Background: an optimization exercise with open tools, aiming at small area, a short achievable clock period and few clock cycles. Do not read the settings as production practice.
Power is estimated from default activity; no workload was simulated.

Setup of rev 12:
==> module RISC_V, before the edit <==
module RISC_V(clk, rst, mem_addr, mem_wdata, mem_we, mem_rdata);
    input clk, rst;
    input  [15:0] mem_rdata;
    output [15:0] mem_addr;
    output [15:0] mem_wdata;
    output        mem_we;
    reg  [15:1] fa;         
    reg  [15:0] ir;         
    reg  [7:0]  sa, sb;     
    reg         iv;         
    reg         mem;        
    reg  [15:0] ea;         
    reg  [2:0]  mrd;        
    reg         mst;        
    reg  [15:0] wdata;      
    reg  [15:0] rf [0:7];
    integer k;
    wire [15:0] w      = mem_rdata;
    wire        w_jump = (w[14:12] == 3'b100);
    wire        w_pt   = (w[14:12] == 3'b011) & w[15];   
    wire [15:1] inc    = w_jump ? {{4{w[15]}}, w[11:1]} :
                         w_pt   ? {{12{w[15]}}, w[9], w[2:1]} : 15'd1;
    wire [15:1] fnext  = fa + inc;
    wire [2:0] op  = ir[14:12];
    wire [2:0] f3  = ir[2:0];
    wire       exv = iv & ~mem;
    wire is_r  = (op == 3'b000);
    wire is_l  = (op == 3'b001);
    wire is_s  = (op == 3'b010);
    wire is_b  = (op == 3'b011);
    wire is_i  = (op == 3'b101);
    reg [15:0] a, b;
    always @(*) begin
        a = 16'd0;
        b = 16'd0;
        for (k = 0; k < 8; k = k + 1) begin
            a = a | ({16{sa[k]}} & rf[k]);
            b = b | ({16{sb[k]}} & rf[k]);
        end
    end
    wire [15:0] immI = {{10{ir[15]}}, ir[8:6], ir[2:0]};
    wire [15:0] immS = {{10{ir[15]}}, ir[5:0]};
    wire        sub  = is_b | (is_r & ~f3[2] & (f3[1] | f3[0]));
    wire [15:0] op2  = (is_r | is_b) ? (sub ? ~b : b) : (is_s ? immS : immI);
    wire [15:0] sum  = a + op2 + {15'd0, sub};
    wire        lt   = (a[15] ^ b[15]) ? a[15] : sum[15];
    wire        eq   = (a == b);
    reg [15:0] res;
    always @(*) begin
        if (is_r & (f3 == 3'b111))      res = a & b;
        else if (is_r & (f3 == 3'b110)) res = a | b;
        else if (is_r & (f3 == 3'b010)) res = {15'd0, lt};
        else                            res = sum;
    end
    wire [4:0]  bimm  = {ir[15], ir[15], ir[9], ir[2:1]};         
    wire [4:0]  boff  = ir[15] ? (5'd1 - bimm) : (bimm - 5'd1);
    wire [15:1] alt   = fa + {{10{boff[4]}}, boff};
    wire taken    = ir[11] ? lt : (eq ^ ir[10]);
    wire redirect = exv & is_b & (taken ^ ir[15]);
    wire        ex_we = exv & (is_r | is_i);
    wire        wen   = mem ? ~mst : ex_we;
    wire [2:0]  wa    = mem ? mrd : ir[11:9];
    wire [15:0] wd    = mem ? mem_rdata : res;
    always @(posedge clk)
        if (wen) rf[wa] <= wd;
    always @(posedge clk or posedge rst) begin
        if (rst) begin
            fa  <= 15'd0;
            iv  <= 1'b0;
            mem <= 1'b0;
        end else begin
            mem <= exv & (is_l | is_s);
            if (~mem) begin
                fa <= ({15{redirect}} & alt) | ({15{~redirect}} & fnext);
                iv <= ~redirect;
            end
        end
    end
    wire keep_b = mem;
    always @(posedge clk) begin
        if (~mem)
            ir <= w;
        for (k = 0; k < 8; k = k + 1) begin
            sa[k] <= mem ? (ir[5:3] == k) : (w[5:3] == k);
            sb[k] <= keep_b ? (ir[8:6] == k) : (w[8:6] == k);
        end
        ea  <= sum;
        wdata <= b;
        mrd <= ir[11:9];
        mst <= is_s;
    end
    assign mem_addr  = mem ? ea : {fa, 1'b0};
    assign mem_wdata = wdata;
    assign mem_we    = mem & mst;
endmodule
Settings: LEC_CHECK=0, ABC_AREA=1, CAP_MARGIN=20, CORE_MARGIN=2, CORE_UTILIZATION=40, SETUP_SLACK_MARGIN=4, SLEW_MARGIN=20; clock period 8.0 ns.
run.sh (not shown) runs the stock make flow with config.mk's settings and CLKGATE_MAP_FILE= SYNTH_SCRIPT=/design/flow/synth_recipe.tcl, a recipe that flattens the netlist after the stock synthesis.
#### Input delta (rev 13 over rev 12)
-- flow/design.v --
<<< rev 12, line 14
    reg  [2:0]  mrd;        
    reg         mst;        
    reg  [15:0] wdata;      
    reg  [15:0] rf [0:7];
    integer k;
>>> rev 13, line 14
    reg  [2:0]  mrd;        
    reg         mst;        
    reg  [15:0] rf [0:7];
    integer k;
<<< rev 12, line 43
    wire [15:0] immS = {{10{ir[15]}}, ir[5:0]};
    wire        sub  = is_b | (is_r & ~f3[2] & (f3[1] | f3[0]));
    wire [15:0] op2  = (is_r | is_b) ? (sub ? ~b : b) : (is_s ? immS : immI);
    wire [15:0] sum  = a + op2 + {15'd0, sub};
    wire        lt   = (a[15] ^ b[15]) ? a[15] : sum[15];
    wire        eq   = (a == b);
>>> rev 13, line 42
    wire [15:0] immS = {{10{ir[15]}}, ir[5:0]};
    wire        sub  = is_b | (is_r & ~f3[2] & (f3[1] | f3[0]));
    wire [15:0] op2  = (is_r | is_b) ? b : (is_s ? immS : immI);
    wire [15:0] sx   = {16{sub}};
    wire [15:0] sum  = sx ^ ((a ^ sx) + op2);
    wire        lt   = (a[15] ^ b[15]) ? a[15] : sum[15];
    wire        eq   = (a == b);
<<< rev 12, line 78
        end
    end
    wire keep_b = mem;
    always @(posedge clk) begin
        if (~mem)
>>> rev 13, line 78
        end
    end
    wire keep_b = mem | (exv & is_s);
    always @(posedge clk) begin
        if (~mem)
<<< rev 12, line 87
        end
        ea  <= sum;
        wdata <= b;
        mrd <= ir[11:9];
        mst <= is_s;
    end
    assign mem_addr  = mem ? ea : {fa, 1'b0};
    assign mem_wdata = wdata;
    assign mem_we    = mem & mst;
endmodule
>>> rev 13, line 87
        end
        ea  <= sum;
        mrd <= ir[11:9];
        mst <= is_s;
    end
    assign mem_addr  = mem ? ea : {fa, 1'b0};
    assign mem_wdata = b;
    assign mem_we    = mem & mst;
endmodule
--- outcome ---
- In the metrics for rev 12 and rev 13, the one carrying the higher share of the core filled with cells in the final layout is rev 12.
- Count of cell types in the netlist (rev 13 over rev 12): decrease, 6.1%
- Rev 13 vs. rev 12: total via count after detailed routing now sits lower, part of the Yosys area used for sequential elements now sits lower, wire length reported by the detailed router now sits lower.
- Diff rev 12 -> rev 13: total met2 wirelength after detailed routing lower, proportion of cell area occupied by registers lower, detailed route wirelength on metal3 went down.
- [compare] base=rev 12 new=rev 13: share of total power in combinational logic grew by 0.4 points, total power consumption of the routed design fell by about 12%, global-route usage roughly the same, net switching share of the total power now larger, time the final worst path needs with I/O delays and setup went up 0.089 ns.
Function was not checked in any run of this note: the RTL went through the layout flow alone.

-- afterwards: timing with drivers on the ports --
In the flow no input, the clock included, has a driving cell. The finished layouts below were timed again as built, in two steps. Step 1, drivers: a clkbuf_16 drives clk and a buf_2 each remaining input, both assumed. Step 2 times the ports against the registers' clock, not the clock port: input delays grow and output delays shrink by t, the midpoint of the rising clock arrivals with the driver on. a / b / c = ideal / step 1 / step 2; a / b = the first two.
run | shift t [ns] | slack for setup (ns) | slew at the worst register clock pin (ns)
rev 12 | 0.589 | 4.111 / 4.086 / 3.675 | 0.07 / 0.07
rev 13 | 0.512 | 4.022 / 3.969 / 3.789 | 0.09 / 0.09
After both steps setup and hold are still met in every run listed. For rev 12, which loses most, drivers alone change the setup slack by -0.025 ns; drivers and shift together by -0.436 ns.
